This design comes from an exercise in tuning for small area on the open sky130 flow, not from production work. Function was checked by simulation only, so behaviour that the tests miss may differ from the original. Power figures rest on the tool's default switching activity, not on a simulated workload.

==> flow/config.mk <==
export PLATFORM = sky130hd
export DESIGN_NAME = color_tracker
export DESIGN_NICKNAME = color_tracker
export VERILOG_FILES = /design/flow/design.v
export SDC_FILE = /design/flow/constraint.sdc
export NUM_CORES = 4
export LEC_CHECK = 0
export CAP_MARGIN = 20
export CORE_MARGIN = 2
export CORE_UTILIZATION = 40
export SLEW_MARGIN = 20
==> flow/constraint.sdc <==
create_clock -name core_clock -period 12.0 [get_ports {clk}]
set_input_delay 2.4000 -clock core_clock [delete_from_list [all_inputs] [get_ports {clk}]]
set_output_delay 2.4000 -clock core_clock [all_outputs]
set_load 0.01 [all_outputs]
==> flow/design.v <==
`timescale 1ns/ 1ps
module lcd_sync
#(
    parameter IMG_W = 200,  
    parameter IMG_H = 164,
    parameter IMG_X = 0  ,
    parameter IMG_Y = 0
)
(
    input                       clk         ,
    input                       rest_n      ,
    output  wire                lcd_hsync   , 
    output  wire                lcd_vsync   , 
    output  wire                lcd_de      ,
    output  wire [10:0]         hsync_cnt   ,
    output  wire [10:0]         vsync_cnt   ,
    output  wire                img_ack     ,
    output  wire                img_ack0    ,
    output  wire [15:0]         addr
);
localparam TFT_H = 640;  
localparam TFT_V = 480; 
localparam THB   = 160;
localparam TH    = TFT_H + THB;
localparam TVB   = 45;
localparam TV    = TFT_V + TVB;
reg [10:0]           counter_hs       ;
reg [10:0]           counter_vs       ;
reg [15:0]           read_addr        ;   
reg [10:0]           img_hbegin       ;   
reg [10:0]           img_vbegin       ;   
assign lcd_hsync = ( counter_hs >= 5'd16 && counter_hs < 7'd112 ) ?1'b1 :1'b0;
assign lcd_vsync = ( counter_vs >= 4'd10 && counter_vs < 4'd12 ) ?1'b1:1'b0;
assign lcd_de    = ( counter_hs >= THB && counter_hs <= TH && counter_vs >= TVB  && counter_vs < TV) ?1'b1:1'b0;
assign hsync_cnt = counter_hs;
assign vsync_cnt = counter_vs;
assign img_ack   = lcd_de &&((counter_hs - THB) >= IMG_X && (counter_hs - THB) < (IMG_X + IMG_W)) && 
                 ((counter_vs - TVB) >= IMG_Y && (counter_vs - TVB) < (IMG_Y + IMG_H)) ? 1'b1 : 1'b0;
assign img_ack0  = lcd_de &&((counter_hs - THB) >= IMG_X && (counter_hs - THB) < (IMG_X + IMG_W)) && 
                 ((counter_vs - TVB) >= IMG_Y+8'd200 && (counter_vs - TVB) < (IMG_Y + IMG_H+8'd200 )) ? 1'b1 : 1'b0;               
assign addr      = read_addr;
always@(posedge clk or negedge rest_n)begin
    if(rest_n == 1'b0)begin 
        counter_hs <= 11'd0;
    end 
    else if(counter_hs == TH )begin 
        counter_hs <= 11'd0;
    end 
    else begin 
        counter_hs <= counter_hs + 1'b1;
    end 
end
always@(posedge clk or negedge rest_n)begin
    if(rest_n == 1'b0)begin 
        counter_vs <= 11'd0;
    end 
    else if(counter_hs == TH && counter_vs == TV)begin 
        counter_vs <= 11'd0;
    end 
    else if(counter_hs == TH && counter_vs != TV)begin 
        counter_vs <= counter_vs +1'b1;
    end 
end
always@(posedge clk or negedge rest_n)begin
    if(!rest_n)begin 
        read_addr <= 16'd0;
    end 
    else if(img_ack)begin 
        read_addr <= (counter_hs - IMG_X - THB) + (counter_vs - IMG_Y - TVB) * IMG_W;
    end 
    else if(img_ack0)begin 
        read_addr <= (counter_hs - IMG_X - THB) + (counter_vs - IMG_Y - TVB-8'd200) * IMG_W;
    end 
    else begin 
        read_addr <= 16'd0;  
    end 
end
endmodule
`timescale 1ns / 1ps
module	rgb2ycbcr(
    input                            pixelclk   ,
    input          [23:0]            i_rgb      ,
    input                            i_hsync    ,
    input                            i_vsync    ,
    input                            i_de       ,
    input                            i_de0      ,
    output            [23:0]         o_rgb      ,
    output            [23:0]         o_ycbcr    ,
    output                           o_hsync    ,
    output                           o_vsync    ,    
    output                           o_de0      ,                          
    output                           o_de                                                                                               
);
parameter    para_0183_10b = 10'd47     ;    
parameter    para_0614_10b = 10'd157    ;
parameter    para_0062_10b = 10'd16     ;
parameter    para_0101_10b = 10'd26     ;
parameter    para_0338_10b = 10'd86     ;
parameter    para_0439_10b = 10'd112    ;
parameter    para_0399_10b = 10'd102    ;
parameter    para_0040_10b = 10'd10     ;
parameter    para_16_18b   = 18'd4096   ;
parameter    para_128_18b  = 18'd32768  ;
wire [7 : 0]        i_r_8b                  ;
wire [7 : 0]        i_g_8b                  ;
wire [7 : 0]        i_b_8b                  ;
wire [7 : 0]        o_y_8b                  ;
wire [7 : 0]        o_cb_8b                 ;
wire [7 : 0]        o_cr_8b                 ;
reg  [17: 0]        mult_r_for_y_18b ;
reg  [17: 0]        mult_r_for_cb_18b ;
reg  [17: 0]        mult_r_for_cr_18b ;
reg  [17: 0]        mult_g_for_y_18b ;
reg  [17: 0]        mult_g_for_cb_18b ;
reg  [17: 0]        mult_g_for_cr_18b ;
reg  [17: 0]        mult_b_for_y_18b ;
reg  [17: 0]        mult_b_for_cb_18b ;
reg  [17: 0]        mult_b_for_cr_18b ;
reg  [17: 0]        add_y_0_18b ;
reg  [17: 0]        add_cb_0_18b ;
reg  [17: 0]        add_cr_0_18b ;
reg  [17: 0]        add_y_1_18b ;
reg  [17: 0]        add_cb_1_18b ;
reg  [17: 0]        add_cr_1_18b ;
reg  [17: 0]        result_y_18b ;
reg  [17: 0]        result_cb_18b ;
reg  [17: 0]        result_cr_18b ;
reg  [15:0]         y_tmp ;
reg  [15:0]         cb_tmp ;
reg  [15:0]         cr_tmp ;
reg  [23:0]         o_rgb_delay_1           ;
reg  [23:0]         o_rgb_delay_2           ;
reg  [23:0]         o_rgb_delay_3           ;
reg                 i_de0_delay_1           ;
reg                 i_de0_delay_2           ;
reg                 i_de0_delay_3           ;
reg                 i_h_sync_delay_1        ;
reg                 i_v_sync_delay_1        ;
reg                 i_data_en_delay_1       ;
reg                 i_h_sync_delay_2        ;
reg                 i_v_sync_delay_2        ;
reg                 i_data_en_delay_2       ;
reg                 i_h_sync_delay_3        ;
reg                 i_v_sync_delay_3        ;
reg                 i_data_en_delay_3       ;
assign i_r_8b  = i_rgb[23:16];
assign i_g_8b  = i_rgb[15:8];
assign i_b_8b  = i_rgb[7:0];
assign o_ycbcr = {o_y_8b,o_cb_8b,o_cr_8b};
assign o_rgb   = o_rgb_delay_3; 
assign o_y_8b  = y_tmp[15 : 8];
assign o_cb_8b =cb_tmp[15 : 8];
assign o_cr_8b =cr_tmp[15 : 8];
assign o_hsync = i_h_sync_delay_3;
assign o_vsync = i_v_sync_delay_3;
assign o_de    = i_data_en_delay_3;
assign o_de0   = i_de0_delay_3;
always @(posedge   pixelclk)begin
    mult_r_for_y_18b  <= i_r_8b * para_0183_10b;
    mult_r_for_cb_18b <= i_r_8b * para_0101_10b;
    mult_r_for_cr_18b <= i_r_8b * para_0439_10b;
end
always @(posedge   pixelclk)begin
    mult_g_for_y_18b  <= i_g_8b * para_0614_10b;
    mult_g_for_cb_18b <= i_g_8b * para_0338_10b;
    mult_g_for_cr_18b <= i_g_8b * para_0399_10b;
end
always @(posedge   pixelclk)begin
    mult_b_for_y_18b  <= i_b_8b * para_0062_10b;
    mult_b_for_cb_18b <= i_b_8b * para_0439_10b;
    mult_b_for_cr_18b <= i_b_8b * para_0040_10b;
end
always @(posedge   pixelclk)begin
    add_y_0_18b  <= mult_r_for_y_18b + mult_g_for_y_18b;
    add_y_1_18b  <= mult_b_for_y_18b + para_16_18b;
    add_cb_0_18b <= mult_b_for_cb_18b + para_128_18b;
    add_cb_1_18b <= mult_r_for_cb_18b + mult_g_for_cb_18b;
    add_cr_0_18b <= mult_r_for_cr_18b + para_128_18b;
    add_cr_1_18b <= mult_g_for_cr_18b + mult_b_for_cr_18b;
end
always @(posedge   pixelclk)begin
    y_tmp  <= add_y_0_18b + add_y_1_18b;
    cb_tmp <= add_cb_0_18b - add_cb_1_18b ;
    cr_tmp <= add_cr_0_18b - add_cr_1_18b ;
end
always @(posedge    pixelclk)begin
    i_h_sync_delay_1  <= i_hsync;
    i_v_sync_delay_1  <= i_vsync;
    i_data_en_delay_1 <= i_de;
    o_rgb_delay_1     <= i_rgb;
    i_de0_delay_1     <=i_de0;
    i_h_sync_delay_2  <= i_h_sync_delay_1;
    i_v_sync_delay_2  <= i_v_sync_delay_1;
    i_data_en_delay_2 <= i_data_en_delay_1;
    o_rgb_delay_2     <= o_rgb_delay_1;
    i_de0_delay_2     <=i_de0_delay_1;
    i_h_sync_delay_3  <= i_h_sync_delay_2;
    i_v_sync_delay_3  <= i_v_sync_delay_2;
    i_data_en_delay_3 <= i_data_en_delay_2;
    o_rgb_delay_3     <= o_rgb_delay_2;
    i_de0_delay_3     <=i_de0_delay_2;
end	
endmodule 
`timescale 1ns/1ps
module  threshold_binary#(
        parameter DW        = 24 ,
        parameter Y_TH      = 150,
        parameter Y_TL      = 40 ,
        parameter CB_TH     = 155,
        parameter CB_TL     = 100,
        parameter CR_TH     = 240,
        parameter CR_TL     = 160
)(
        input                            pixelclk   ,
        input                            reset_n    ,
        input [DW-1:0]                   i_ycbcr    ,
        input                            i_hsync    ,
        input                            i_vsync    ,
        input                            i_de       ,
        output[DW-1:0]                   o_binary   ,
        output                           o_hsync    ,
        output                           o_vsync    ,   
        output                           o_de                                                                                                
);
reg  [DW-1:0]           binary_r    ;
reg                     h_sync_r    ;
reg                     v_sync_r    ;
reg                     de_r        ;
wire                    en0         ;
wire                    en1         ;
wire                    en2         ;
assign o_binary = binary_r;  
assign o_hsync  = h_sync_r;
assign o_vsync  = v_sync_r;
assign o_de     = de_r;
assign en0      =i_ycbcr[23:16] >=Y_TL  && i_ycbcr[23:16] <= Y_TH;
assign en1      =i_ycbcr[15: 8] >=CB_TL && i_ycbcr[15: 8] <= CB_TH;
assign en2      =i_ycbcr[ 7: 0] >=CR_TL && i_ycbcr[ 7: 0] <= CR_TH;
always @(posedge pixelclk)begin
    h_sync_r<= i_hsync;
    v_sync_r<= i_vsync;
    de_r    <= i_de;
end 
always @(posedge pixelclk or negedge reset_n) begin
    if(!reset_n)begin 
        binary_r <= 24'd0;
    end 
    else begin 
        if(en0==1'b1 && en1 ==1'b1 && en2==1'b1) begin 
            binary_r <= 24'd0;
        end 
        else begin 
            binary_r <= 24'hffffff;
        end 
    end  
end 
endmodule 
`timescale 1ns/ 1ps
module  HVCOUNT#(
    parameter IMG_W   = 200,
    parameter IMG_H   = 164,
    parameter cnt_x0  = 16 ,  
    parameter cnt_x1  = 10 ,
    parameter cnt_y0  = 5  ,
    parameter cnt_y1  = 5  ,
    parameter pixel   = 500
)(
    input                            clk        ,
    input                            rst_n      ,
    input [23:0]                     i_binary   ,
    input                            i_hsync    ,
    input                            i_vsync    ,
    input                            i_de       ,
    output [23:0]                    o_binary   ,
    output signed       [31:0]       mid_y      ,
    output signed       [31:0]       mid_x      ,
    output reg signed   [31:0]       p_sum      ,
    output                           o_hsync    ,
    output                           o_vsync    , 
    output                           o_de                
);
reg [10:0]              hcnt         ;
reg [10:0]              vcnt         ;
reg [23:0]              cnt_delete   ;
reg [9:0]               hcount_begin ;
reg [9:0]               vcount_begin ;
reg [9:0]               hcount_end   ;
reg [9:0]               vcount_end   ;
reg                     delay_de_1   ;
reg                     delay_hsync_1;
reg                     delay_vsync_1;
wire                    flag0        ;
wire                    flag1        ;
reg [10:0]              x0           ;
reg [10:0]              y0           ;
reg [10:0]              x1           ;
reg [10:0]              y1           ;
reg [23:0]              i_binary_r   ;
reg                     flag_delete  ;
reg signed [31:0]       mid_yr       ;
reg signed [31:0]       mid_xr       ;
assign flag0    =(x0<hcnt && hcnt<x1)?1'b1:1'b0;
assign flag1    =(y0<vcnt && vcnt<y1)?1'b1:1'b0;
assign o_binary =i_binary_r;
assign o_de     =delay_de_1;
assign o_hsync  =delay_hsync_1;
assign o_vsync  =delay_vsync_1;
assign mid_y    =mid_yr;
assign mid_x    =mid_xr;
always@(posedge  clk)begin
    delay_de_1   <=i_de;
    delay_hsync_1<=i_hsync;
    delay_vsync_1<=i_vsync;
end
always@(posedge clk or negedge rst_n)begin
    if(!rst_n) begin 
        hcnt<=11'd0;
    end 
    else if (hcnt==IMG_W-1'b1)begin 
        hcnt<=11'd0;
    end 
    else if(i_de==1'b1)begin 
        hcnt<=hcnt+1'b1;
    end 
    else begin 
        hcnt<=11'd0;
    end 
end 
always@(posedge clk or negedge rst_n)begin
    if(!rst_n) begin 
        vcnt<=11'd0;
    end 
    else if ( hcnt==IMG_W-1'b1) begin
        if(vcnt==IMG_H-1'b1 )begin 
            vcnt<=11'd0;
        end 
        else begin 
            vcnt<=vcnt+1'b1;
        end 
     end
end 
always@(posedge clk or negedge rst_n)begin
    if(!rst_n)begin 
        hcount_begin<=10'd0;
    end 
    else if (i_de==1'b1)begin
        if(hcount_begin==cnt_x0)begin 
            hcount_begin<=cnt_x0;
        end 
        else if(i_binary==24'd0)begin 
            hcount_begin<=hcount_begin+1'b1;
        end 
        else begin 
            hcount_begin<=10'd0;
        end 
    end
    else begin 
        hcount_begin<=10'd0;
    end 
end
always@(posedge clk or negedge rst_n)begin
    if(!rst_n)begin 
        vcount_begin<=10'd0;
    end 
    else if(vcnt!=IMG_H-1'b1 )begin
        if (vcount_begin==cnt_y0)begin 
            vcount_begin<=cnt_y0;
        end 
        else if (hcnt==IMG_W-1'b1)begin
            if (hcount_begin==cnt_x0 )begin 
                vcount_begin<=vcount_begin+1'b1;
            end 
            else begin 
                vcount_begin<=10'd0;
            end 
        end
    end
    else begin 
         vcount_begin<=10'd0;
    end 
end
always@(posedge clk or negedge rst_n)begin
    if(!rst_n)begin 
        hcount_end<=10'd0;
    end 
    else if (hcount_begin==cnt_x0)begin
        if(hcount_end==cnt_x1)begin 
            hcount_end<=cnt_x1;
        end 
        else if(i_binary==24'hffffff)begin 
            hcount_end<=hcount_end+1'b1;
        end 
        else begin 
            hcount_end<=10'd0;
        end 
    end
    else begin 
        hcount_end<=10'd0;
    end 
end
always@(posedge clk or negedge rst_n)begin
    if(!rst_n)begin 
        vcount_end<=10'd0;
    end 
    else if (vcount_begin==cnt_y0  )begin
        if(vcount_end==cnt_y1)begin
            vcount_end<=cnt_y1;
        end 
        else if (hcnt==IMG_W-1'b1)begin
             if (hcount_begin==10'd0)begin 
                vcount_end<=vcount_end+1'b1;
             end 
            else begin 
                vcount_end<=10'd0;
            end 
        end
    end
    else begin 
        vcount_end<=10'd0;
    end 
end
always@(posedge clk or negedge rst_n)begin
    if(!rst_n)begin 
        cnt_delete<=24'd0;
    end 
    else if (vcnt==IMG_H-1'b1 && hcnt==IMG_W-1'b1 )begin
        cnt_delete<=24'd0;
    end 
    else if(i_binary==24'h000000)begin 
        cnt_delete<=cnt_delete+1'b1;
    end 
end
always@(posedge clk or negedge rst_n )begin
    if(!rst_n)begin 
        flag_delete<=1'b0;
    end 
    else if( vcnt==IMG_H-3'd5 && hcnt==IMG_W-4'd10)begin
        if(cnt_delete<pixel)begin 
            flag_delete<=1'b1;
        end             
        else begin 
            flag_delete<=1'b0; 
        end 
    end
end
always@(posedge clk or negedge rst_n)begin
    if(!rst_n)begin
        x0<=11'd0;
        y0<=11'd0;
        x1<=11'd0;
    end 
    else if (vcount_begin==cnt_y0-1'b1)begin
        if(hcount_begin==cnt_x0-1'b1)begin
            x0<=hcnt-cnt_x0+1'b1;
            y0<=vcnt-cnt_y0+1'b1;
        end
        else if(hcount_end==cnt_x1-1'b1)begin
            x1<=hcnt-cnt_x1+1'b1;
        end
    end
    else if (flag_delete==1'b1)begin
        x0<=11'd0;
        y0<=11'd0;
        x1<=11'd0;
    end
end
always@(posedge clk or negedge rst_n)begin
    if(!rst_n)begin
        y1<=11'd0;
    end 
    else if(vcount_end==cnt_y1-1'b1  )begin
        y1<=vcnt-cnt_y1+1'b1;
    end
    else if(flag_delete==1'b1)begin 
        y1<=11'd0;
    end 
end
always@(posedge clk or negedge rst_n)begin
    if(!rst_n)begin 
        i_binary_r<=24'd0;
    end 
    else if (flag0==1'b1 && (vcnt==y0 || vcnt==y1))begin 
            i_binary_r<=24'hff0000;
    end 
    else if (flag1==1'b1 &&(hcnt==x0 || hcnt==x1))begin 
            i_binary_r<=24'hff0000;
    end 
    else if ( vcnt==mid_y && hcnt==mid_x)begin 
            i_binary_r<=24'hff0000;
    end 
    else begin 
        i_binary_r<=i_binary;
    end 
end
always@(posedge clk or negedge rst_n)begin
   if(!rst_n)begin      
       mid_yr<=32'd0;
       mid_xr<=32'd0;
       p_sum <=32'd0;
   end 
   else begin
       mid_yr <= (y1+y0)>>1; 
       mid_xr <= (x0+x1)>>1; 
       p_sum  <= (x1-x0)*(y1-y0);
   end 
 end 
endmodule
`timescale 1ns/ 1ps
module color_tracker
(
    input   wire        clk         ,
    input   wire        rst_n       ,
    output  wire [15:0] pix_addr    ,
    output  wire        pix_rden    ,
    input   wire [15:0] pix_data    ,
    output  reg  [7:0]  vga_r       ,
    output  reg  [7:0]  vga_g       ,
    output  reg  [7:0]  vga_b       ,
    output  reg         th_hsync    ,
    output  reg         th_vsync    ,
    output  reg  [31:0] x_error     ,
    output  reg  [31:0] h_error
 ) ;
wire                  clk_lcd        ;
wire [10:0]           hsync_cnt      ;
wire [10:0]           vsync_cnt      ;
wire                  vga_rden       ;
wire                  vga_rden0      ;
wire [15:0]           vga_rddat      ;
wire [15:0]           vga_rdaddr     ;
wire                  vga_den        ;
wire                  vga_hsync      ;
wire                  vga_vsync      ;
wire [23:0]           o_rgb          ;
wire [23:0]           o_ycbcr        ;
wire                  o_hsync        ;
wire                  o_vsync        ;
wire                  o_de           ;
wire                  o_de0          ;
wire [23:0]           i_rgb          ;
wire [23:0]           th_binary      ;
wire                  th_hsyncr      ;
wire                  th_vsyncr      ;
wire                  th_de          ;
wire                  cnt_hsyncr     ;
wire                  cnt_vsyncr     ;
wire [23:0]           cnt_binary     ;
wire [31:0]           mid_x          ;
wire [31:0]           p_sum          ;
wire                  cnt_de         ;
assign clk_lcd     = clk;
assign vga_rddat   = pix_data;
assign pix_addr    = vga_rdaddr;
assign pix_rden    = vga_rden || vga_rden0;
assign i_rgb[23:16]= {vga_rddat[15:11],3'd0};
assign i_rgb[15:8] = {vga_rddat[10:5] ,2'd0};
assign i_rgb[7:0]  = {vga_rddat[4:0]  ,3'd0};
always @(posedge clk_lcd or negedge rst_n)begin
    if(!rst_n)begin
        vga_r   <=8'd0;
        vga_g   <=8'd0;
        vga_b   <=8'd0;
        th_hsync<=1'b0;
        th_vsync<=1'b0;
    end
    else begin
        th_hsync<=cnt_hsyncr;
        th_vsync<=cnt_vsyncr;
        if(th_de==1'b1)begin
            vga_r<=cnt_binary[23:16];
            vga_g<=cnt_binary[15:8];
            vga_b<=cnt_binary[7:0];
        end
        else if(o_de==1'b1)begin
            vga_r<=o_rgb[23:16];
            vga_g<=o_rgb[15:8];
            vga_b<=o_rgb[7:0];
        end
        else begin
            vga_r<=8'd0;
            vga_g<=8'd0;
            vga_b<=8'd0;
        end
    end
end
always@(posedge clk_lcd or negedge rst_n)begin
   if(!rst_n)begin
       x_error<=32'd0;
   end
   else begin
       x_error<=(mid_x-7'd100);
   end
end
always@(posedge clk_lcd or negedge rst_n)begin
   if(!rst_n)begin
       h_error<=32'd0;
   end
   else begin
      h_error<=(p_sum-2000);
   end
end
lcd_sync
#(
    .IMG_W      (200        ),
    .IMG_H      (164        ),
    .IMG_X      (0          ),
    .IMG_Y      (1          )
)
u_vga_sync
(
    .clk        (clk_lcd    ),
    .rest_n     (rst_n      ),
    .lcd_hsync  (vga_hsync  ),
    .lcd_vsync  (vga_vsync  ),
    .lcd_de     (vga_den    ),
    .hsync_cnt  (hsync_cnt  ),
    .vsync_cnt  (vsync_cnt  ),
    .img_ack    (vga_rden   ),
    .img_ack0   (vga_rden0  ),
    .addr       (vga_rdaddr )
);
rgb2ycbcr u_rgb2ycbcr(
    .pixelclk   (clk_lcd   ),
    .i_rgb      (i_rgb     ),
    .i_hsync    (vga_hsync ),
    .i_vsync    (vga_vsync ),
    .i_de       (vga_rden  ),
    .i_de0      (vga_rden0 ),
    .o_rgb      (o_rgb     ),
    .o_ycbcr    (o_ycbcr   ),
    .o_hsync    (o_hsync   ),
    .o_vsync    (o_vsync   ),
    .o_de0      (o_de      ),
    .o_de       (o_de0     )
);
threshold_binary#(
        .DW       (24        ),
        .Y_TH     (150       ),
        .Y_TL     (40        ),
        .CB_TH    (155       ),
        .CB_TL    (100       ),
        .CR_TH    (240       ),
        .CR_TL    (160       )
)u_threshold_binary(
    .pixelclk     (clk_lcd   ),
    .reset_n      (rst_n     ),
    .i_ycbcr      (o_ycbcr   ),
    .i_hsync      (o_hsync   ),
    .i_vsync      (o_vsync   ),
    .i_de         (o_de0     ),
    .o_binary     (th_binary ),
    .o_hsync      (th_hsyncr ),
    .o_vsync      (th_vsyncr ),
    .o_de         (th_de     )
);
HVCOUNT #(
    .IMG_W      (200        ),
    .IMG_H      (164        ),
    .cnt_x0     (16         ),
    .cnt_x1     (16         ),
    .cnt_y0     (5          ),
    .cnt_y1     (5          ),
    .pixel      (500        )
)u_HVCOUNT(
   .clk      (clk_lcd    ),
   .rst_n    (rst_n      ),
   .i_binary (th_binary  ),
   .i_hsync  (th_hsyncr  ),
   .i_vsync  (th_vsyncr  ),
   .i_de     (th_de      ),
   .o_binary (cnt_binary ),
   .o_hsync  (cnt_hsyncr ),
   .o_vsync  (cnt_vsyncr ),
   .mid_y    (           ),
   .mid_x    (mid_x      ),
   .p_sum    (p_sum      ),
   .o_de     (cnt_de     )
);
endmodule
==> flow/run.sh <==
#!/bin/bash
# synth_recipe.tcl (not shown) runs the flow's synth.tcl, then flattens the netlist and writes it again
# the make line also repeats each setting of config.mk as NAME=value (left out here)
make -C /OpenROAD-flow-scripts/flow DESIGN_CONFIG=/design/flow/config.mk WORK_HOME=/design/flow/orfs CLKGATE_MAP_FILE= SYNTH_SCRIPT=/design/flow/synth_recipe.tcl finish
==> summary.txt <==
[logic make-up after synthesis]
| logic type | count (synthesis) | synth area share (%) |
|---|---|---|
| buffers and inverters | 767 | 7.86 |
| DFF | 499 | 30.2 |
| and+or+nand+nor | 841 | 11.0 |
| AOI/OAI and AO/OA | 576 | 9.65 |
| muxes | 11 | 0.316 |
| xor gates and xnor gates | 371 | 8.64 |
| adders and majority gates | 795 | 32.3 |
[power breakdown]
group          total, mW  internal (mW)  leakage (nW)  switching (mW)
registers           1.97           1.88          5.61          0.0839
clock network       1.69          0.985         0.898           0.706
logic              0.855          0.398          14.2           0.457
total               4.51           3.27          20.7            1.25
[sequential cells by signal, indices dropped and copies added (netlist names), 11 cells and up]
register	cells
u_rgb2ycbcr.o_rgb_delay_1	16
u_vga_sync.read_addr	16
u_HVCOUNT.mid_xr	11
u_HVCOUNT.p_sum	32
h_error	32
u_rgb2ycbcr.o_rgb_delay_3	16
u_rgb2ycbcr.add_cb_1_18b	12
u_vga_sync.counter_vs	11
u_HVCOUNT.y0	11
u_rgb2ycbcr.mult_g_for_y_18b	12
x_error	19
u_vga_sync.counter_hs	11
u_rgb2ycbcr.add_cr_1_18b	12
u_HVCOUNT.cnt_delete	24
u_HVCOUNT.vcnt	11
u_HVCOUNT.y1	11
u_HVCOUNT.x1	11
u_rgb2ycbcr.o_rgb_delay_2	16
u_HVCOUNT.mid_yr	11
u_rgb2ycbcr.mult_g_for_cb_18b	11
u_HVCOUNT.hcnt	11
u_HVCOUNT.x0	11
[Yosys cell counts, drive strengths merged, types with 8 or more instances]
cell	count	area, um2
mux2	8	90.1
nand2b	42	263
inv	664	2490
or3	21	131
o21a	43	323
ha	481	6020
o22ai	10	68.8
nor4	40	272
nor2b	32	200
nand4	33	206
nand3	79	400
xnor2	261	2290
a21boi	9	78.8
a21oi	161	813
nor3	69	350
xor2	108	946
a211oi	9	67.6
nor2	281	1060
nand3b	17	128
dfrtp	297	7430
o21bai	42	319
clkbuf	65	244
buf	35	240
a21o	72	541
or2	34	213
o31ai	12	95.1
and3	28	175
or4	9	67.6
nand2	129	484
o21ai	149	749
dfxtp	202	4040
fa	313	6270
[worst max path at each step]
| stage | cells past startpoint | end | from | slack [ns] |
|---|---|---|---|---|
| floorplan | 38 | u_HVCOUNT.p_sum[31]$_DFF_PN0_ | u_HVCOUNT.x0[1]$_DFFE_PN0P_ | 2.60 |
| global placement | 36 | u_HVCOUNT.p_sum[31]$_DFF_PN0_ | u_HVCOUNT.x0[1]$_DFFE_PN0P_ | 1.70 |
| detailed placement | 36 | u_HVCOUNT.p_sum[31]$_DFF_PN0_ | u_HVCOUNT.x0[1]$_DFFE_PN0P_ | 1.49 |
| CTS | 36 | u_HVCOUNT.p_sum[31]$_DFF_PN0_ | u_HVCOUNT.x0[1]$_DFFE_PN0P_ | 1.42 |
| global route | 36 | u_HVCOUNT.p_sum[31]$_DFF_PN0_ | u_HVCOUNT.x0[1]$_DFFE_PN0P_ | 0.69 |
| finish | 36 | u_HVCOUNT.p_sum[31]$_DFF_PN0_ | u_HVCOUNT.x0[1]$_DFFE_PN0P_ | 1.44 |
[cell type report]
class	instances	area (um2)	share of cell area [%]
clock buffer	86	1690	3.98
clock inverter	14	138	0.325
inverter	667	2500	5.91
multi-input combinational	2594	23600	55.6
sequential	499	11500	27.1
tap	1265	1580	3.74
timing repair buffer	145	1400	3.31
[per-stage QoR]
stage	setup slack, ns	instances	hold WS (ns)	total power, mW	instance area (um2)
6_report	1.44	5270	0.286	4.51	42400
5_1_grt	0.690	5270	0.289	4.80	42400
4_1_cts	1.42	5270	0.281	4.59	42300
3_5_place_dp	1.49	5170	0.312	2.86	40500
3_3_place_gp	1.70	5170	0.310	2.84	40500
2_1_floorplan	2.60	3860	0.310	2.64	38000
[worst register-to-register path: cells and delay by family (launching register included)]
kind / cells / cell delay, ns
buf+inv: 7 / 0.49
fa+ha+maj: 10 / 4.96
compound gates: 14 / 3.33
simple gates: 5 / 1.25
flops: 1 / 0.44
[layer usage]
layer	up-vias	share of wire (%)	routed length (um)	global-route usage [%]
met1	12500	47	38100	23.1
met4	2	2.5	2010	4.70
met3	112	3.8	3130	2.59
li1	12700	-	-	-
met2	390	47	38100	28.5
met5	-	0.016	13	0
==> summary.txt <==
Setup path
  • CP most frequent cell: fa_1
  • Crit end category: flop
  • Crit-path max cell delay: 0.74 ns
  • CP bufs+invs: 7
  • FF-to-FF Start: u_HVCOUNT.x0[1]$_DFFE_PN0P_
  • Crit path max fanout: 20
  • R2R cell count: 36
  • Family with the most delay on the worst path: adder cells
  • Required time of the worst setup path: approximately 13 ns
  • Worst EP arrival: approximately 11 ns
  • Worst reg2reg endpoint: u_HVCOUNT.p_sum[31]$_DFF_PN0_
  • WS Path Type: reg2reg
  • Crit path max-delay cell type: fa_1
  • R2R setup slack: ~1.4 ns
  • Startpoint Class: flop

Job
  • Max Cap Violations: 0

Drt
  • Vias per cell: just under 5
  • Detailed-route wire length: ~81 mm
  • DR WL/cell: around 15 um
  • Pre-antenna DRT Iters: 8
  • Via count: between 20000 and 30000
  • Post-route ant nets: 0
  • Iteration-0 DRC Markers: about 1100
  • DRC: 0

Synthesis
  • Async SR Flop Fraction: roughly three fifths
  • FF+latch count, synth: ~500
  • Synth Flop Type: dfrtp_1
  • Number of enable flip-flop cells after synthesis: 0
  • Syn avg cell area: roughly 9.8 um2
  • Unique masters post-synth: 92
  • Yosys warning count: 5
  • Mapped Cells: slightly below 4000
  • Seq/Total Area, Yosys: between 30 and 40%
  • Post-Syn Nets: between 4000 and 5000
  • Synth Cell Area: about 38000 um2

Floorplanning
  • Chip width: about 310 um
  • Core area: about 95000 um2
  • Die Y-Extent: approximately 310 um
  • Starting Density: between 40% and 50%
  • Die area: 97500 um2
  • I/O pin cnt: 125
  • Cell Rows: 113

STA
  • Fin crit share: just under 90%
  • Final Hold Viols: 0
  • Skew final: 0.0470 ns
  • RSZ-0062 raised after global routing: false
  • Setup-failing EPs final: 0
  • Tightest Pin Transition: around 1.2 ns
  • Slew headroom: between 20% and 30%
  • Max-slew violations: 0
  • Setup TNS: 0 ns
  • Fmax: approximately 95 MHz
  • Fin crit period: about 11 ns

Clock tree
  • Inserted Clock Buffers: 56
  • Clk buf depth: 3
  • Max H-tree Level: 2
  • Post-CTS sizing: 0
  • CTS Hold Buffers Added: 0
  • CTS tree: built
  • CTS Sinks: 499
  • CTS root buf: clkbuf_16
  • Later-pin clock latency in the skew report: ~0.66 ns
  • Register clock-pin slew on the reported worst setup and hold paths: roughly 0.06 ns
  • Postcts setup bufs: 0

GRT
  • Antenna violations before repair: 1
  • Vias in the first global route: 26400
  • GR Overflow Total: 0
  • Largest net degree at the start of global routing: 76
  • First-pass GRT wire length: approximately 140 mm
  • Global-route usage over all layers: 17.1%

Min path
  • Hold Path Origin: u_rgb2ycbcr.o_rgb_delay_1[12]$_DFF_P_
  • Hold path cells: 0
  • Hold EP: u_rgb2ycbcr.o_rgb_delay_2[12]$_DFF_P_
  • Worst hold path type: reg2reg

Final layout
  • Final Util: about 45%
  • Proportion of layout cells with a drive suffix above 1: under 10%
  • Layout fillers: ~9000
  • Highest-count cells in the layout ignoring fill and taps: inv_1, ha_1, fa_1
  • Inserted Diodes: 0
  • Net count of the finished layout: ~4800
  • Commonest non-fill, non-tap cell in the layout: inv_1
  • Layout area overhead: 11.5%

Place
  • Port bufs: ~120
  • GPL Wtd Cong: about 0.89
  • Final HPWL DP: about 65 mm

Power
  • Pwr dens: between 100 and 150 nW/um2
  • VDD IR max: about 0.11 mV
  • Leakage: 20.7 nW

Status
  • Status: complete, no violations

==> re-timing with driven ports <==
Ports are ideal in the flow. The routed layout listed here was re-timed in OpenROAD. Step 1 assumes that a clkbuf_16 drives the clock port and a buf_2 every other input. Step 2, shift: input delay + t, output delay - t, t = (earliest + latest rising clock arrival at the registers) / 2. This alone moves slack from input paths to output paths. a / b / c = ideal ports / drivers / drivers and shift; a / b = the first two.
t (ns): 0.705
setup slack, ns: 1.444 / 1.444 / 1.444
clock arrival spread, ns: 0.050 / 0.051
After both steps this run still meets setup and hold. The setup slack of this run moves by 0.000 ns with the drivers and by 0.000 ns with both steps.
